Context: an optimization exercise on an open-source flow, tuned for small area. The choices shown serve that exercise and are no tape-out recipe. Where RTL was checked, it was by simulation tests only, not by an equivalence proof against the original. No activity file was given, so power comes from the tool's default toggle rates.

== gamma ==
==> module datapath, before the edit <==
module datapath(
	input clk,
	input rst,
	input [2:0] rx,
	input [2:0] ry,
	input [1:0] ph,
	input cmd,
	input [5:0] pos,
	output reg [2:0] mouse_x,
	output reg [2:0] mouse_y,
	output [5:0] win,
	output [5:0] tgt,
	output [4:0] atk,
	input [5:0] xy_pos,
	input update_x_y,
	output [5:0] draw_sq
	);
	localparam [383:0] PRESET = {48'd0, 336'b100001_100010_000000_000000_000000_000000_000000_000000_100010_100011_000000_000000_000000_000000_000000_000000_100100_100100_000000_111111_111111_000000_000111_000110_100101_100111_000000_000000_000000_000000_000101_000101_100000_100000_000000_111111_111111_000000_000100_000100_000000_000000_000000_000000_000000_000000_000011_000010_000000_000000_000000_000000_000000_000000_000010_000001};
	reg [23:0] fixed;        
	wire [23:0] fixed_n;
	reg [359:0] ring;        
	wire [359:0] ring_n;
	reg [5:0] s;             
	reg fix;                 
	reg pend;                
	reg [5:0] pend_slot;     
	wire [2:0] k3 = mouse_x + {mouse_x[1:0], 1'b0};
	wire [4:0] m4 = {1'b0, k3, 1'b0};
	assign win = fixed[m4 +: 6];
	wire copy_we = (ph == 2'd2) && !cmd;
	wire clr = ((ph == 2'd2) && cmd) || ((ph == 2'd3) && !cmd);
	wire [5:0] w0 = win & {6{~rst}};
	wire [5:0] w1 = win | {6{rst}};
	wire [5:0] wc0 = win & {6{~rst & ~clr}};
	wire [5:0] wc1 = (win & {6{~clr}}) | {6{rst}};
	wire [5:0] wr00 = win & {6{~rst & ~fix}};
	wire [5:0] wr11 = win | {6{rst | fix}};
	wire [5:0] wr10 = rst ? 6'b111111 : fix ? 6'b000000 : win;
	wire [5:0] wr01 = rst ? 6'b000000 : fix ? 6'b111111 : win;
	function [5:0] slot_of;
		input [5:0] k;
		input [5:0] s0;
		begin
			slot_of = (k >= s0) ? k - s0 : k - s0 + 6'd60;
		end
	endfunction
	wire pos_ring = (pos[5:2] != 4'd0);
	wire [5:0] pos_slot = slot_of(pos, s);
	wire copy_ring = copy_we && pos_ring;
	wire [29:0] ev_we;
	genvar k, i;
	generate
		for (k = 0; k < 30; k = k + 1) begin : ewe
			assign ev_we[k] = (copy_ring && pos_slot == 2*k + 1) || (pend && pend_slot == 2*k + 1) || rst || fix;
		end
	endgenerate
	generate
		for (k = 0; k < 4; k = k + 1) begin : fsq
			wire we = (copy_we && pos == k) || rst;
			for (i = 0; i < 6; i = i + 1) begin : b
				if (6*k + i < 20) begin : low
					wire hit = clr && (6*k + i >= m4) && (6*k + i < m4 + 6);
					assign fixed_n[6*k+i] = (we || hit) ? (PRESET[6*k+i] ? wc1[i] : wc0[i]) : fixed[6*k+i];
				end else begin : high
					assign fixed_n[6*k+i] = we ? (PRESET[6*k+i] ? w1[i] : w0[i]) : fixed[6*k+i];
				end
			end
		end
		for (k = 0; k < 60; k = k + 1) begin : rsq
			for (i = 0; i < 6; i = i + 1) begin : b
				if (k % 2 == 0) begin : ev
					localparam P0 = PRESET[6*(k+4)+i];
					localparam P1 = PRESET[6*(((k + 1) % 60) + 4)+i];
					wire wd = P0 ? (P1 ? wr11[i] : wr10[i]) : (P1 ? wr01[i] : wr00[i]);
					assign ring_n[6*k+i] = ev_we[k/2] ? wd : ring[6*(k+1)+i];
				end else begin : od
					assign ring_n[6*k+i] = ring[6*((k + 1) % 60)+i];
				end
			end
		end
	endgenerate
	wire [5:0] rd = !pos_ring ? fixed[6*pos[1:0] +: 6] :
	                (pend && pend_slot == pos_slot) ? win : ring[6*pos_slot +: 6];
	assign tgt = rd;
	reg was_turn;
	reg [4:0] atk_r;
	wire [5:0] mk = {mouse_y, mouse_x};
	assign atk = (mouse_y == 3'd0 && !mouse_x[2]) ? fixed[6*mouse_x + 1 +: 5] :
	             was_turn ? rd[5:1] : atk_r;
	reg [5:0] cur, nxt;
	wire [5:0] xy1 = xy_pos + 1'b1;
	wire [5:0] nxt_n = (copy_we && pos == xy1) ? win : (s == xy1) ? ring[5:0] : nxt;
	assign draw_sq = (xy_pos[5:2] == 4'd0) ? fixed[6*xy_pos[1:0] +: 6] : cur;
	always @(posedge clk) begin
		fixed <= fixed_n;
		ring <= ring_n;
		s <= (rst || s == 6'd63) ? 6'd4 : s + 1'b1;
		fix <= rst;
		pend <= copy_ring && !pos_slot[0] && !rst;
		pend_slot <= (pos_slot == 6'd0) ? 6'd59 : pos_slot - 1'b1;
		was_turn <= (ph == 2'd0);
		if (copy_we && pos == mk)
			atk_r <= win[5:1];
		else if (was_turn)
			atk_r <= rd[5:1];
		if (rst) begin
			mouse_x <= 3'd0;
			mouse_y <= 3'd0;
		end else if (ph == 2'd0) begin
			mouse_x <= rx;
			mouse_y <= ry;
		end
		nxt <= nxt_n;
		if (update_x_y)
			cur <= nxt_n;
		else if (copy_we && pos == xy_pos)
			cur <= win;
	end
endmodule
clock: 10.0 ns
lec_check: 0
cap_margin: 20
core_margin: 2
core_utilization: 40
slew_margin: 20
standard.sh (not shown) runs the stock make flow with config.mk's settings and CLKGATE_MAP_FILE= SYNTH_SCRIPT=/design/flow/synth_recipe.tcl, a recipe that flattens the netlist after the stock synthesis.
==> flow/flow/run.sh <==
#!/bin/bash
# Standard ORFS layout, except that the combinational logic of the standard
# synthesis netlist is re-mapped by ABC with an area-oriented script before
# floorplanning. Registers (names, cell types) are left as the standard
# synthesis made them. Each tool's output goes to a log file in this folder.
set -euo pipefail
W=$PWD
R=$W/orfs/results/$FLOW_PLATFORM/stratigo/base
LIB=$FLOW_HOME/platforms/$FLOW_PLATFORM/lib/sky130_fd_sc_hd__tt_025C_1v80.lib

# 1. the standard synthesis, unchanged
bash standard.sh $R/1_2_yosys.v > $W/synth_standard.log 2>&1
cp $R/1_2_yosys.v $W/1_2_yosys.standard.v

# 2. re-map the combinational logic for area
subst() {
  sed -e "s|@LIB@|$LIB|g" -e "s|@IN@|$W/1_2_yosys.standard.v|g" -e "s|@OUT@|$R/1_2_yosys.v|g" \
      -e "s|@SCRIPT@|$W/flow/area.abc|g" -e "s|@STAT@|$W/reabc_stat.txt|g" \
      -e "s|@CELLS@|$W/cells_comb.v|g" "$1" > "$2"
}
subst $W/flow/mkcells.ys $W/mkcells.ys
subst $W/flow/reabc.ys $W/reabc.ys
yosys -s $W/mkcells.ys > $W/mkcells.log 2>&1
subst $W/flow/eqchk.ys $W/eqchk.ys
# keep the re-mapped netlist only if it is proven equivalent to the standard one
if ! { yosys -s $W/reabc.ys > $W/reabc.log 2>&1 && yosys -s $W/eqchk.ys > $W/eqchk.log 2>&1; }; then
  echo "re-mapping failed or not proven equivalent; using the standard netlist" > $W/reabc_fallback.txt
  cp $W/1_2_yosys.standard.v $R/1_2_yosys.v
fi

# 3. the rest of the standard flow, from the re-mapped netlist
# port buffers: the smallest buffer cell
bash standard.sh "BUFFER_PORTS_ARGS=-buffer_cell sky130_fd_sc_hd__buf_1" \
  "CTS_ARGS=-sink_clustering_enable -repair_clock_nets -sink_clustering_size 16 -sink_clustering_max_diameter 60 -buf_list sky130_fd_sc_hd__clkbuf_8 -dont_use_dummy_load" \
  finish > $W/layout.log 2>&1
Other scripts of this flow, unchanged in this note and not shown: flow/flow/area.abc, flow/flow/eqchk.ys, flow/flow/mkcells.ys, flow/flow/reabc.ys
What beta does differently from gamma at the input level:
diff --git a/flow/design.v b/flow/design.v
--- a/flow/design.v
+++ b/flow/design.v
@@ -314,10 +314,25 @@
 				end
 			end
 		end
 	endgenerate
+	wire [7:0] sel_hi, sel_lo;
+	genvar q;
+	generate
+		for (q = 0; q < 8; q = q + 1) begin : rdec
+			assign sel_hi[q] = pos_slot[5:3] == q;
+			assign sel_lo[q] = pos_slot[2:0] == q;
+		end
+	endgenerate
+	reg [5:0] ring_rd;
+	integer j;
+	always @(*) begin
+		ring_rd = 6'd0;
+		for (j = 0; j < 60; j = j + 1)
+			ring_rd = ring_rd | (ring[6*j +: 6] & {6{sel_hi[j/8] & sel_lo[j%8]}});
+	end
 	wire [5:0] rd = !pos_ring ? fixed[6*pos[1:0] +: 6] :
-	                (pend && pend_slot == pos_slot) ? win : ring[6*pos_slot +: 6];
+	                (pend && pend_slot == pos_slot) ? win : ring_rd;
 	assign tgt = rd;
 	reg was_turn;
 	reg [4:0] atk_r;
 	wire [5:0] mk = {mouse_y, mouse_x};
Results
- Delta (beta minus gamma): post-synthesis cell count now sits higher, met2 global-route usage now sits higher.
- Relative to gamma, worst ir drop on vdd has increased by 0.000011 V in beta.
- The setup slack of beta is smaller than that of gamma.
- Post-detailed-route via-to-cell ratio in beta is 2.0% above gamma.
- Of beta and gamma, it is beta that has the lower synthesized area.
- Capturing element of the worst setup path = LEDR[13]: gamma; capturing element of the worst setup path = c0.cmd$_SDFFE_PN0P_: beta
- Relative to gamma, total detailed-routing wirelength has increased by 26% in beta.
- Re cell area: beta is 350 um^2 up on gamma.
- Re number of global-route vias before repair: beta is about 5% up on gamma.
- Per the final summary, beta finished and its layout is clean on timing, DRC and antenna.
- Between gamma and beta, the difference in area fraction of clock buffers and clock inverters is negligible.
- Static leakage (lower): gamma
- As far as multi-input gate count is concerned, gamma and beta perform about the same.
- beta vs gamma, most common library cell in the layout ignoring fill and taps: dfxtp_1 vs nand2_1
- Diff gamma and beta: worst-path maximum fanout higher in beta
No functional check of the RTL was part of gamma.

what the ideal ports hide:
How much do the figures lean on ideal ports? The routed layouts below were timed once more, with nothing changed but the port constraints.
Step 1 sets driving cells, clkbuf_16 on the clock port and buf_2 on the other inputs (assumed; they add their load-dependent delay and slew).
Step 2 also shifts input and output timing later by t, the mid clock arrival at the registers, as if the neighbouring blocks saw the same clock.
Slacks: ideal / step 1 / step 2; pairs: ideal / step 1.
| run | shift t [ns] | setup WS [ns] | hold WS [ns] |
|---|---|---|---|
| gamma | 0.645 | 2.960 / 2.908 / 3.384 | 0.302 / 0.302 / 0.302 |
| beta | 0.704 | 2.361 / 2.361 / 2.361 | 0.301 / 0.301 / 0.301 |
After both steps setup and hold are still met in every run listed.
